What follows belongs to an exercise in optimizing a design on an open flow for small area and a short achievable clock period; a production flow would make more cautious choices.
Function was checked by simulation only, so behaviour that the tests miss may differ from the original.
No activity file was given, so power comes from the tool's default toggle rates.

## flow/design.v (module list and top-level ports; edited modules follow where they fit)
// module multiplier: 3490 lines
// module FA: 4 lines
// module FAX: 6 lines
// module HA: 4 lines
// module HAN: 4 lines
// module OR2: 3 lines
// module FA1: 4 lines
// module MAJ: 3 lines
// module BENC: 5 lines
// module BTWO: 3 lines
// module BSGN: 3 lines
// module PPSEL: 3 lines
// module PPSELN: 3 lines
// module INV: 3 lines
// module NAND2: 3 lines
// module NOR2: 3 lines
// module XOR2: 3 lines
// module XNOR2: 3 lines
// module AOI21: 3 lines
// module OAI21: 3 lines
// module CPA: 994 lines
module multiplier (
    input clk,
    input rst,
    input start,
    input [31:0] A,
    input [31:0] B,
    input [7:0] Physical_address_in,
    input [31:0] PC_in,
    output [63:0] Product,
    output reg done,
    output reg [7:0] Physical_address_out,
    output reg [31:0] PC_out
);
  // ...
==> flow/flow/run.sh <==
#!/bin/bash
# Layout flow: the standard ORFS flow (standard.sh) with extra ORFS
# settings read from flow/knobs.txt (one VAR=value per line; @FLOW@ stands
# for this flow folder). Its output goes to standard.log.
set -euo pipefail
flowdir="$(pwd)/flow"
knobs=()
while IFS= read -r line; do
  [[ -z "$line" || "$line" == \#* ]] && continue
  knobs+=("${line//@FLOW@/$flowdir}")
done < flow/knobs.txt
bash standard.sh "${knobs[@]}" finish > standard.log 2>&1
==> flow/flow/downsize.tcl <==
# Start the layout from the smallest drive strength of every logic cell that
# synthesis sized up; the flow's timing repair then sizes up what needs it.
set n 0
foreach inst [[ord::get_db_block] getInsts] {
  set m [[$inst getMaster] getName]
  if {![regexp {^(sky130_fd_sc_hd__[a-z0-9]+)_([0-9]+)$} $m -> base size]} { continue }
  if {$size <= 1} { continue }
  if {[string match "*df*" $base] || [string match "*conb*" $base] || [string match "*clk*" $base]} { continue }
  set small [get_lib_cells -quiet ${base}_1]
  if {$small == ""} { continue }
  replace_cell [$inst getName] $small
  incr n
}
puts "downsize: $n cells set to drive strength 1"
==> flow/flow/knobs.txt <==
BUFFER_PORTS_ARGS=-buffer_cell sky130_fd_sc_hd__buf_1
PRE_FLOORPLAN_TCL=@FLOW@/downsize.tcl
==> flow/standard.sh <==
#!/bin/bash
# synth_recipe.tcl (not shown) runs the flow's synth.tcl, then flattens the netlist and writes it again
# the make line also repeats each setting of config.mk as NAME=value (left out here)
make -C /OpenROAD-flow-scripts/flow DESIGN_CONFIG=/design/flow/config.mk WORK_HOME=/design/flow/orfs CLKGATE_MAP_FILE= SYNTH_SCRIPT=/design/flow/synth_recipe.tcl "${@:-finish}"
==> flow/config.mk <==
export PLATFORM = sky130hd
export DESIGN_NAME = multiplier
export DESIGN_NICKNAME = multiplier
export VERILOG_FILES = /design/flow/design.v
export SDC_FILE = /design/flow/constraint.sdc
export NUM_CORES = 8
export LEC_CHECK = 0
export CAP_MARGIN = 5
export CORE_MARGIN = 2
export CORE_UTILIZATION = 40
export SETUP_SLACK_MARGIN = 1.0
export SLEW_MARGIN = 5
export SYNTH_HIERARCHICAL = 1
export SYNTH_MINIMUM_KEEP_SIZE = 0
==> flow/constraint.sdc <==
create_clock -name core_clock -period 5.0 [get_ports {clk}]
set_input_delay 1.0000 -clock core_clock [delete_from_list [all_inputs] [get_ports {clk}]]
set_output_delay 1.0000 -clock core_clock [all_outputs]
set_load 0.01 [all_outputs]
==> results.cfg, run 1 <==
[clocking]
cts.htree.levels = 4
numCtsBuffers = 17
cts_resized = 122

[placement]
dp_hpwl_um = 82500
place_area_um2 = 31500
dp_cells = 4077

[grt]
busiest_layer = met2
met2_usage_pct = 47.5
grt_pass1_vias = 24434
grt_usage_pct = 30.2
grt_max_degree = 38

[outcome]
outcome = finished clean

[final_layout]
seq_cell_count = 168
final_core_util_pct = 51.9
largest_reg_flops = 32

[power_and_ir_drop]
power.group.top = combinational cells
power.clock.fraction_pct = 5.9
pwr-share-comb_pct = 83.4
power.density_nw_per_um2 = 725
p_switching_w = 0.0137
powerComb_w = 0.0210
netSwitchingFraction_pct = 54.1

[routing]
routed-wl-met2_um = 49100
wl_per_cell_um = 26.2
highest_layer = met4
wl_um = 110000
vias = 24953
wl_met1_um = 43400

[hold_path]
hold_path_depth = 1
min_from = PC_in[28]
min_to = PC_out[28]$_DFF_P_

[floorplanning]
core_area_um2 = 67000
die_w_um = 264

[sta]
fin_setup_tns_ns = 0
max-slew-margin-rel_pct = 41.8
setup_ws_ns = 1.00
grt_setup_unrepaired = yes
setup_viol = 0

[worst_setup_path]
start_kind = input pin
critPathBufInv = 4
worstPathRequired_ns = 5.40
crit_start = B[12]
critical-path-max-stage-delay_ns = 0.43

[synth]
yosysWarnings = 7
Testbench counts, summed over its fixed seeds: latency 24,000, ops 24,000.
==> run 2: changes to the inputs <==
--- a/flow/config.mk
+++ b/flow/config.mk
@@ -5,10 +5,11 @@
 export SDC_FILE = /design/flow/constraint.sdc
 export NUM_CORES = 8
 export LEC_CHECK = 0
-export CAP_MARGIN = 5
+export CAP_MARGIN = 20
 export CORE_MARGIN = 2
 export CORE_UTILIZATION = 40
+export PLACE_DENSITY = 0.5
 export SETUP_SLACK_MARGIN = 1.0
-export SLEW_MARGIN = 5
+export SLEW_MARGIN = 20
 export SYNTH_HIERARCHICAL = 1
 export SYNTH_MINIMUM_KEEP_SIZE = 0
==> run 2 against run 1 <==
Effect of this change: cell area up 2.0%; combinational power up 2%; sequential cell count unchanged; largest cell class unchanged; largest power group unchanged.
==> results.cfg, run 2 <==
[sta]
hold_viol_final = 0
fmax_mhz = 250
tightest_slew_ns = 0.672
fin_setup_tns_ns = 0
grt_setup_unrepaired = yes
period_minus_slack_ns = 4.00
period_share_pct = 79.9
setup_viol = 0
setup_ws_ns = 1.00
slew_violations = 0
max-slew-margin-rel_pct = 55.1

[routing]
wl_per_cell_um = 28.5
vias = 25501
via_per_inst = 6.03
wl_met1_um = 50200
highest_layer = met5
wl_met3_um = 9300
firstDrtPassIters = 6
ant_nets = 0
drt_iter0_markers = 2836
routed-wl-met2_um = 54200
drc = 0
wl_um = 120000

[placement]
dp_hpwl_um = 91100
place.gp.congestion = 0.916
dp_slack_ns = 0.00299
port_buffers = 211

[floorplanning]
num_rows = 95
die_w_um = 264
dieArea_um2 = 69700
start_util_pct = 40.3
core_area_um2 = 67000
io_pins = 212
fp.dieH_um = 264

[outcome]
outcome = finished clean

[clocking]
cts.path.max_buffers = 2
cts.clk_slew.worst_paths_ns = 0.09
hold_buffers = 0
tritoncts = built
numCtsBuffers = 17
numClockSinks = 168
root_buffer = clkbuf_16
cts.htree.levels = 4

[power_and_ir_drop]
peakVddDrop_v = 0.000480
power.density_nw_per_um2 = 725
leakagePower_nw = 12.7
p_total_w = 0.0257

[grt]
overflow = 0
grt_pass1_vias = 25430
antenna_found_initial = 2
grt_usage_pct = 33.6
grt_max_degree = 70
grt_pass1_wl_um = 172000

[final_layout]
drive_gt1_share_pct = 22.6
reg_top3 = PC_out: 32 flops, Physical_address_out: 8 flops
largest_reg_flops = 32
nNetsFinal = 3725
multi_input_area_um2 = 26000
final-seq-area_um2 = 3380
final_common_cell = xor2_1
layout_common_cells = xor2_1, a22oi_1, fa_1
nFillCells = 6270
regMostFlops = PC_out
n_antenna_cell = 0

[hold_path]
hp-class = input pin to flip-flop

[worst_setup_path]
worstPathRequired_ns = 5.39
cp_max_fo = 33
worstSetupPathType = input pin to flip-flop
timing.critical_path.cells = clkbuf_4, xor2_4, buf_12, a22oi_1, xor2_1, xor2_1, xor2_1, xor2_2, maj3_1, xor2_1, xor2_1, maj3_2, maj3_1
start_kind = input pin
path_common_cell = xor2_1
critPathCaptureType = flip-flop
critical-path-max-stage-delay_ns = 0.41
slowest_stage = maj3_1
cp.arrival_ns = 4.39

[synth]
yosysWarnings = 7
syn-instance-count = 2833

[flow_run]
max_cap_violations = 0
run 2: final cells by class:
type                       count  area share [%]
clock buffer                  17            1.20
clock inverter                15           0.603
inverter                      32           0.338
multi-input combinational   2633            73.1
sequential                   168            9.52
tap                          873            3.08
timing repair buffer         488            12.1
run 2: report_power, final:
| group | total (W) | internal (W) | switching (W) |
|---|---|---|---|
| clock | 0.00148 | 0.000693 | 0.000785 |
| combinational | 0.0215 | 0.00891 | 0.0126 |
| sequential | 0.00274 | 0.00221 | 0.000526 |
| total | 0.0257 | 0.0118 | 0.0139 |
run 2: critical path: cells and delay by family:
family	cells	cell delay, ns
buffers and inverters	2	0.38
adders and majority gates	3	1.12
xor gates and xnor gates	7	1.49
AOI/OAI and AO/OA	1	0.36
run 2: repair_timing:
item	in CTS	in global routing
gates resized for setup	165	264
endpoints found under the setup margin	106	96
pin swaps	14	112
hold endpoints to repair	0	0
gates cloned	8	7
setup buffers	24	44
run 2: final timing paths:
path,from,cells past startpoint,endpoint,slack [ns]
setup / recovery,B[9],13,r43_0$_DFF_P_,1.00
hold / removal,PC_in[0],1,PC_out[0]$_DFF_P_,0.58
run 2: metrics by stage:
step                hold slack, ns  cell area (µm²)  std cells  util, %
floorplan                     1.03            27900       2837        -
global placement              1.09            32000       4111     47.7
detailed placement            1.09            32000       4111     47.7
CTS                          0.541            33800       4175     50.4
global route                 0.556            35500       4226     52.9
finish                       0.581            35500       4226     52.9
run 2: layer usage:
metal / vias to the layer above / global-route usage (%)
li1: 11000 / -
met1: 12940 / 44.6
met2: 1291 / 53.2
met3: 268 / 5.64
met4: 2 / 15.9
met5: - / 0
==> run 3: changes to the inputs <==
--- a/flow/config.mk
+++ b/flow/config.mk
@@ -8,8 +8,7 @@
 export CAP_MARGIN = 20
 export CORE_MARGIN = 2
 export CORE_UTILIZATION = 40
-export PLACE_DENSITY = 0.5
-export SETUP_SLACK_MARGIN = 1.0
+export SETUP_SLACK_MARGIN = 0.9
 export SLEW_MARGIN = 20
 export SYNTH_HIERARCHICAL = 1
 export SYNTH_MINIMUM_KEEP_SIZE = 0
==> run 3 against run 2 <==
Effect of this change: clock power about the same; sequential cell count unchanged; cell area is 4.7% lower; cell count decreased by 1.7%; combinational power down 4%; core utilization down 2.5 points; global-route usage is 3.8 points lower; critical endpoint is now r26_0$_DFF_P_; largest cell class unchanged.
==> results.cfg, run 3 <==
[grt]
grt_pass1_vias = 24077
overflow = 0
grt_pass1_wl_um = 155000
met2_usage_pct = 47.0
met1_usage_pct = 38.5
grt_max_degree = 69
antenna_found_initial = 4
grt_usage_pct = 29.8
global_route.usage.met3_pct = 5.29
busiest_layer = met2

[routing]
via_per_inst = 5.91
wl_um = 108000
wl_per_cell_um = 25.9
drc = 0
ant_nets = 0
firstDrtPassIters = 6
vias = 24575
drt_iter0_markers = 2808

[synth]
syn-instance-count = 2833
yosysWarnings = 7

[clocking]
cts.htree.levels = 4
cts.path.max_buffers = 2
numCtsBuffers = 17
hold_buffers = 0
tritoncts = built
root_buffer = clkbuf_16
numClockSinks = 168
cts.clk_slew.worst_paths_ns = 0.09

[sta]
holdWs_ns = 0.568
grt_setup_unrepaired = yes
slew_violations = 0
fin_setup_tns_ns = 0
tightest_slew_ns = 0.943
fmax_mhz = 245
setup_viol = 0
max-slew-margin-rel_pct = 37.2
period_share_pct = 81.8
hold_viol_final = 0
period_minus_slack_ns = 4.09
setup_ws_ns = 0.911

[floorplanning]
fp.dieH_um = 264
core_area_um2 = 67000
die_w_um = 264
start_util_pct = 40.3
io_pins = 212
num_rows = 95
dieArea_um2 = 69700

[placement]
place.gp.congestion = 0.954
port_buffers = 211
dp_slack_ns = 0.208
dp_hpwl_um = 84300

[worst_setup_path]
worstPathRequired_ns = 5.39
start_kind = input pin
critPathCaptureType = flip-flop
cp_max_fo = 9
worstSetupPathType = input pin to flip-flop
cp.arrival_ns = 4.48

[final_layout]
nNetsFinal = 3653
largest_reg_flops = 32
final_common_cell = xor2_1
regMostFlops = PC_out
layout_common_cells = xor2_1, a22oi_1, fa_1
drive_gt1_share_pct = 15.8
nFillCells = 6357
reg_top3 = PC_out: 32 flops, Physical_address_out: 8 flops

[hold_path]
min_from = PC_in[31]
hold_path_depth = 1
min_to = PC_out[31]$_DFF_P_
hp-class = input pin to flip-flop

[power_and_ir_drop]
p_total_w = 0.0247
power.density_nw_per_um2 = 731
peakVddDrop_v = 0.000436
leakagePower_nw = 12.0

[flow_run]
max_cap_violations = 0

[outcome]
outcome = finished clean
[run 3: critical path: stages]
cell	delay (ns)
buf_1	0.68
buf_4	0.37
xor2_1	0.22
a22oi_1	0.14
or2_1	0.30
fa_1	0.52
fa_1	0.43
maj3_1	0.40
maj3_1	0.41
[run 3: repair_timing]
action / in CTS / in global routing
setup endpoints to repair: 86 / 91
resized for setup: 59 / 180
buffers inserted: 5 / 24
pin swaps: 5 / 33
cloned: 0 / 7
[run 3: power by group]
part,internal [W],switching [W]
Combinational,0.00830,0.0123
Clock,0.000694,0.000782
Sequential,0.00221,0.000456
[run 3: final cells by class]
| class | instances | area, µm² | area share, % |
|---|---|---|---|
| clock inverters | 15 | 209 | 0.618 |
| clock buffers | 17 | 425 | 1.26 |
| repair buffers | 416 | 3320 | 9.81 |
| flip-flops and latches | 168 | 3370 | 9.96 |
| inverters | 32 | 120 | 0.355 |
| diodes | 1 | 2.50 | 0.00740 |
| multi-input cells | 2633 | 25300 | 74.8 |
| well taps | 873 | 1090 | 3.23 |
[run 3: how the worst max path moves through the flow]
stage | cells after the start | slack [ns] | start | to
after floorplan | 9 | 0.76 | B[8] | r43_0$_DFF_P_
after global placement | 9 | 0.18 | B[17] | r51_0$_DFF_P_
after detailed placement | 13 | 0.21 | B[2] | r37_0$_DFF_P_
after CTS | 10 | 0.85 | r31_1$_DFF_P_ | Product[35]
after global routing | 12 | 0.86 | r19_1$_DFF_P_ | Product[61]
final | 9 | 0.91 | A[1] | r26_0$_DFF_P_
[run 3: routing by layer]
layer	part of all wire (%)	wire length, µm
met1	41	44200
met4	6.1	6610
met5	0.012	13
met2	45	48300
met3	7.8	8420
[run 3: through the flow]
step | utilization [%] | cell area [µm²] | instances
finish | 50.4 | 33800 | 4155
global route | 50.4 | 33800 | 4155
CTS | 48.6 | 32600 | 4123
detailed placement | 47.2 | 31600 | 4086
global placement | 47.2 | 31600 | 4086
floorplan | - | 27800 | 2837
==> run 4: changes to the inputs <==
--- a/flow/config.mk
+++ b/flow/config.mk
@@ -8,7 +8,7 @@
 export CAP_MARGIN = 20
 export CORE_MARGIN = 2
 export CORE_UTILIZATION = 40
-export SETUP_SLACK_MARGIN = 0.9
+export SETUP_SLACK_MARGIN = 1.1
 export SLEW_MARGIN = 20
 export SYNTH_HIERARCHICAL = 1
 export SYNTH_MINIMUM_KEEP_SIZE = 0
==> run 4 against run 3 <==
Effect of this change: still clean; cell area increased by 8.4%; via count increased by 4.2%; global-route usage increased by 0.50 points; power increased by 11%; synthesized cell count unchanged; die area unchanged; worst setup slack improved by 0.086 ns; sequential share of layout area decreased by 0.70 points; routed wire length increased by 5.2%; sequential power increased by 5%; clock-buffer cell count unchanged; largest power group unchanged.
==> results.cfg, run 4 <==
[clocking]
numClockSinks = 168
tritoncts = built
cts.clk_slew.worst_paths_ns = 0.08
numCtsBuffers = 17
hold_buffers = 0
cts.htree.levels = 4
root_buffer = clkbuf_16
cts.path.max_buffers = 2

[worst_setup_path]
start_kind = flip-flop
cp.arrival_ns = 3.00
cp_max_fo = 3
worstPathRequired_ns = 4.00
worstSetupPathType = flip-flop to output port
critPathCaptureType = output port

[placement]
dp_hpwl_um = 84500
dp_slack_ns = 0.0956
place.gp.congestion = 0.957
port_buffers = 211
place_area_um2 = 31700

[floorplanning]
io_pins = 212
core_area_um2 = 67000
start_util_pct = 40.3
die_w_um = 264
num_rows = 95
dieArea_um2 = 69700
fp.dieH_um = 264

[synth]
yosysWarnings = 7
syn-instance-count = 2833

[flow_run]
max_cap_violations = 0

[power_and_ir_drop]
power.density_nw_per_um2 = 752
leakagePower_nw = 13.1
peakVddDrop_v = 0.000487

[routing]
wl_per_cell_um = 26.5
routed-wl-met2_um = 49800
vias = 25599
via_per_inst = 6.00
wl_um = 113000
drt_iter0_markers = 3104
wl_met3_um = 10400
firstDrtPassIters = 6
drc = 0
ant_nets = 0
highest_layer = met4
wl_met1_um = 44500

[sta]
tightest_slew_ns = 0.550
fmax_mhz = 250
setup_ws_ns = 0.998
slew_violations = 0
grt_setup_unrepaired = yes
period_minus_slack_ns = 4.00
holdWs_ns = 0.567
max-slew-margin-rel_pct = 63.3
fin_setup_tns_ns = 0
hold_viol_final = 0
setup_viol = 0
period_share_pct = 80.0

[final_layout]
reg_top3 = PC_out: 32 flops, Physical_address_out: 8 flops
stdcell_area_um2 = 36600
nNetsFinal = 3765
largest_reg_flops = 32
regMostFlops = PC_out
drive_gt1_share_pct = 28.4
final_common_cell = xor2_1
final_core_util_pct = 54.6
layout_common_cells = xor2_1, a22oi_1, fa_1

[outcome]
outcome = finished clean

[hold_path]
hp-class = input pin to flip-flop

[grt]
grt_pass1_vias = 24672
overflow = 0
antenna_found_initial = 3
grt_pass1_wl_um = 157000
grt_usage_pct = 30.3
grt_max_degree = 41
-- run 4: worst paths after layout --
kind / start / to / cells past startpoint
setup / recovery: r27_1$_DFF_P_ / Product[35] / 10
hold / removal: PC_in[2] / PC_out[2]$_DFF_P_ / 1
-- run 4: per-layer routing --
| metal | GRT usage [%] | vias to the layer above |
|---|---|---|
| li1 | - | 11083 |
| met1 | 38.4 | 12743 |
| met2 | 46.9 | 1446 |
| met3 | 6.57 | 327 |
| met4 | 18.8 | 0 |
| met5 | 0.832 | - |
-- run 4: area by class of cell --
type	count	area, µm²
Tap cell	873	1090
Sequential cell	168	3390
Multi-Input combinational cell	2633	26700
Timing Repair Buffer	528	4720
Clock inverter	15	209
Inverter	32	120
Fill cell	6019	30400
Antenna cell	3	7.51
Clock buffer	17	425
-- run 4: timing repair --
item	4_1_cts	5_1_grt
buffers inserted	28	93
resized for setup	201	435
setup endpoints to repair	118	102
gates cloned	7	11
pin swaps	34	202
-- run 4: metrics by stage --
| stage | cells | power, W |
|---|---|---|
| floorplan | 2837 | 0.0162 |
| global placement | 4095 | 0.0221 |
| detailed placement | 4095 | 0.0223 |
| CTS | 4162 | 0.0247 |
| global route | 4268 | 0.0293 |
| finish | 4269 | 0.0275 |
-- run 4: report_power, final --
group | internal, W | switching, W
Clock | 0.000698 | 0.000784
Sequential | 0.00223 | 0.000568
Combinational | 0.00998 | 0.0133
Total | 0.0129 | 0.0146
-- run 4: critical path: stages (launching register included) --
cell	delay, ns
dfxtp_1	0.39
xor2_2	0.27
nand2_1	0.24
nor2_2	0.22
nand2_1	0.15
nor2_2	0.18
nand2_1	0.11
o21ai_4	0.21
a21oi_2	0.10
xnor2_2	0.42
buf_1	0.20
==> run 5: changes to the inputs <==
--- a/flow/config.mk
+++ b/flow/config.mk
@@ -8,7 +8,7 @@
 export CAP_MARGIN = 20
 export CORE_MARGIN = 2
 export CORE_UTILIZATION = 40
-export SETUP_SLACK_MARGIN = 1.1
+export SETUP_SLACK_MARGIN = 1.0
 export SLEW_MARGIN = 20
 export SYNTH_HIERARCHICAL = 1
 export SYNTH_MINIMUM_KEEP_SIZE = 0
==> run 5 against run 4 <==
Effect of this change: clock power is essentially flat; power shrank 8.4%; core utilization shrank 2.7 points; cell count shrank 2.0%; critical path type is now input pin to flip-flop; hold slack lost 0.0093 ns; critical endpoint is now r44_0$_DFF_P_; sequential share of layout area grew 0.42 points; sequential power shrank 3%; synthesized cell count is the same; still clean; global-route usage shrank 0.13 points; routed wire length shrank 3.2%.
==> results.cfg, run 5 <==
[outcome]
outcome = finished clean

[routing]
firstDrtPassIters = 7
drt_iter0_markers = 2958
ant_nets = 0
wl_um = 110000
wl_per_cell_um = 26.2
drc = 0
vias = 24953
via_per_inst = 5.96

[sta]
period_share_pct = 79.9
grt_setup_unrepaired = yes
period_minus_slack_ns = 4.00
max-slew-margin-rel_pct = 41.8
fin_setup_tns_ns = 0
hold_viol_final = 0
slew_violations = 0
tightest_slew_ns = 0.873
fmax_mhz = 250
setup_viol = 0

[worst_setup_path]
critPathCaptureType = flip-flop
critPathTopFamily = adder cells
cp_num_cells = 13
worstPathRequired_ns = 5.40
cp_max_fo = 7
path_common_cell = maj3_1
timing.critical_path.cells = buf_1, buf_6, nand2b_4, o22ai_4, clkbuf_16, buf_4, a22oi_2, maj3_1, maj3_1, maj3_1, maj3_2, maj3_2, maj3_1
slowest_stage = maj3_1
worstSetupPathType = input pin to flip-flop
cp.arrival_ns = 4.39
start_kind = input pin
critPathBufInv = 4
critical-path-max-stage-delay_ns = 0.43

[final_layout]
drive_gt1_share_pct = 20.4
largest_reg_flops = 32
nNetsFinal = 3680
final_common_cell = xor2_1
layout_common_cells = xor2_1, a22oi_1, fa_1
regMostFlops = PC_out
reg_top3 = PC_out: 32 flops, Physical_address_out: 8 flops
final_core_util_pct = 51.9

[grt]
overflow = 0
grt_pass1_vias = 24434
grt_usage_pct = 30.2
antenna_found_initial = 3
grt_pass1_wl_um = 156000
grt_max_degree = 38

[floorplanning]
io_pins = 212
core_area_um2 = 67000
start_util_pct = 40.3
num_rows = 95
fp.dieH_um = 264
die_w_um = 264
dieArea_um2 = 69700

[power_and_ir_drop]
leakagePower_nw = 12.4
power.density_nw_per_um2 = 725
peakVddDrop_v = 0.000454
pwr-share-comb_pct = 83.4
p_switching_w = 0.0137
p_seq_share_pct = 10.7
p_int_w = 0.0116
netSwitchingFraction_pct = 54.1
power.clock.fraction_pct = 5.9

[clocking]
numCtsBuffers = 17
cts.htree.levels = 4
cts.path.max_buffers = 2
cts.clk_slew.worst_paths_ns = 0.09
numClockSinks = 168
root_buffer = clkbuf_16
tritoncts = built

[hold_path]
min_to = PC_out[28]$_DFF_P_
min_from = PC_in[28]
hold_path_depth = 1
hp-class = input pin to flip-flop

[placement]
port_buffers = 211
dp_hpwl_um = 82500
place.gp.congestion = 0.948

[synth]
yosysWarnings = 7
syn-instance-count = 2833

[flow_run]
max_cap_violations = 0
run 5: worst max path at each step:
stage | endpoint | slack, ns | startpoint
global route | r27_1$_DFF_P_ | 0.91 | B[3]
detailed placement | r42_1$_DFF_P_ | 0.14 | B[9]
floorplan | r43_0$_DFF_P_ | 0.76 | B[8]
global placement | r42_1$_DFF_P_ | 0.16 | B[9]
CTS | Product[57] | 0.92 | r1_0$_DFF_P_
finish | r44_0$_DFF_P_ | 1.00 | B[12]
run 5: cell type report:
cell class | instances | area, µm²
clock buffers | 17 | 425
multi-input cells | 2633 | 25700
diodes | 3 | 7.51
fillers | 6188 | 32200
well taps | 873 | 1090
inverters | 32 | 120
repair buffers | 443 | 3870
flip-flops and latches | 168 | 3370
clock inverters | 15 | 214
run 5: metrics by stage:
step	cell area [µm²]	hold WS [ns]	setup slack, ns	total power (W)	std cells
floorplan	27900	1.03	0.762	0.0162	2837
global placement	31500	1.09	0.155	0.0215	4077
detailed placement	31500	1.09	0.136	0.0219	4077
CTS	33100	0.534	0.918	0.0241	4131
global route	34800	0.548	0.914	0.0269	4183
finish	34800	0.558	1.00	0.0252	4184
run 5: timing repair:
action,in CTS,in global routing
hold buffers,0,0
cloned,8,9
setup buffers,14,41
pin swaps,15,91
endpoints found under the setup margin,104,91
gates resized for setup,122,257
run 5: layer usage:
layer  track usage, %  up-vias  part of all wire, %
li1                 -    10954                    -
met3             5.86      277                  9.4
met2             47.5     1449                   45
met1             38.6    12273                   40
met5                0        -                    0
met4             17.3        0                  6.2
run 5: power groups by stage:
stage | sequential (W) | combinational [W] | clock, W
floorplan | 0.00251 | 0.0137 | 0
global placement | 0.00260 | 0.0189 | 0
detailed placement | 0.00260 | 0.0193 | 0
CTS | 0.00261 | 0.0199 | 0.00153
global route | 0.00276 | 0.0226 | 0.00155
finish | 0.00271 | 0.0210 | 0.00148

-- separate check: timing with driven ports --
How much do the figures lean on ideal ports? The routed layouts below were timed once more, with nothing changed but the port constraints. Step 1 assumes that a clkbuf_16 drives the clock port and a buf_2 every other input. Step 2, shift: input delay + t, output delay - t, t = (earliest + latest rising clock arrival at the registers) / 2. This alone moves slack from input paths to output paths. Three values: ideal, step 1, step 2; two values: the first two.
| run | t (ns) | setup slack, ns | slew at the worst register clock pin (ns) | worst slew at a driven data input, ns | pins driven straight from the clock port |
|---|---|---|---|---|---|
| run 1 | 0.575 | 1.004 / 0.973 / 0.418 | 0.10 / 0.10 | 0.12 | 1 |
| run 2 | 0.559 | 1.005 / 0.979 / 0.460 | 0.10 / 0.10 | 0.09 | 1 |
| run 3 | 0.562 | 0.911 / 0.915 / 0.374 | 0.09 / 0.09 | 0.12 | 1 |
| run 4 | 0.578 | 0.998 / 0.931 / 0.403 | 0.10 / 0.10 | 0.16 | 1 |
| run 5 | 0.575 | 1.004 / 0.973 / 0.418 | 0.10 / 0.10 | 0.12 | 1 |
After both steps every run listed still meets setup and hold. The setup slack of run 4, which loses most, moves by -0.067 ns with the drivers and by -0.595 ns with both steps.
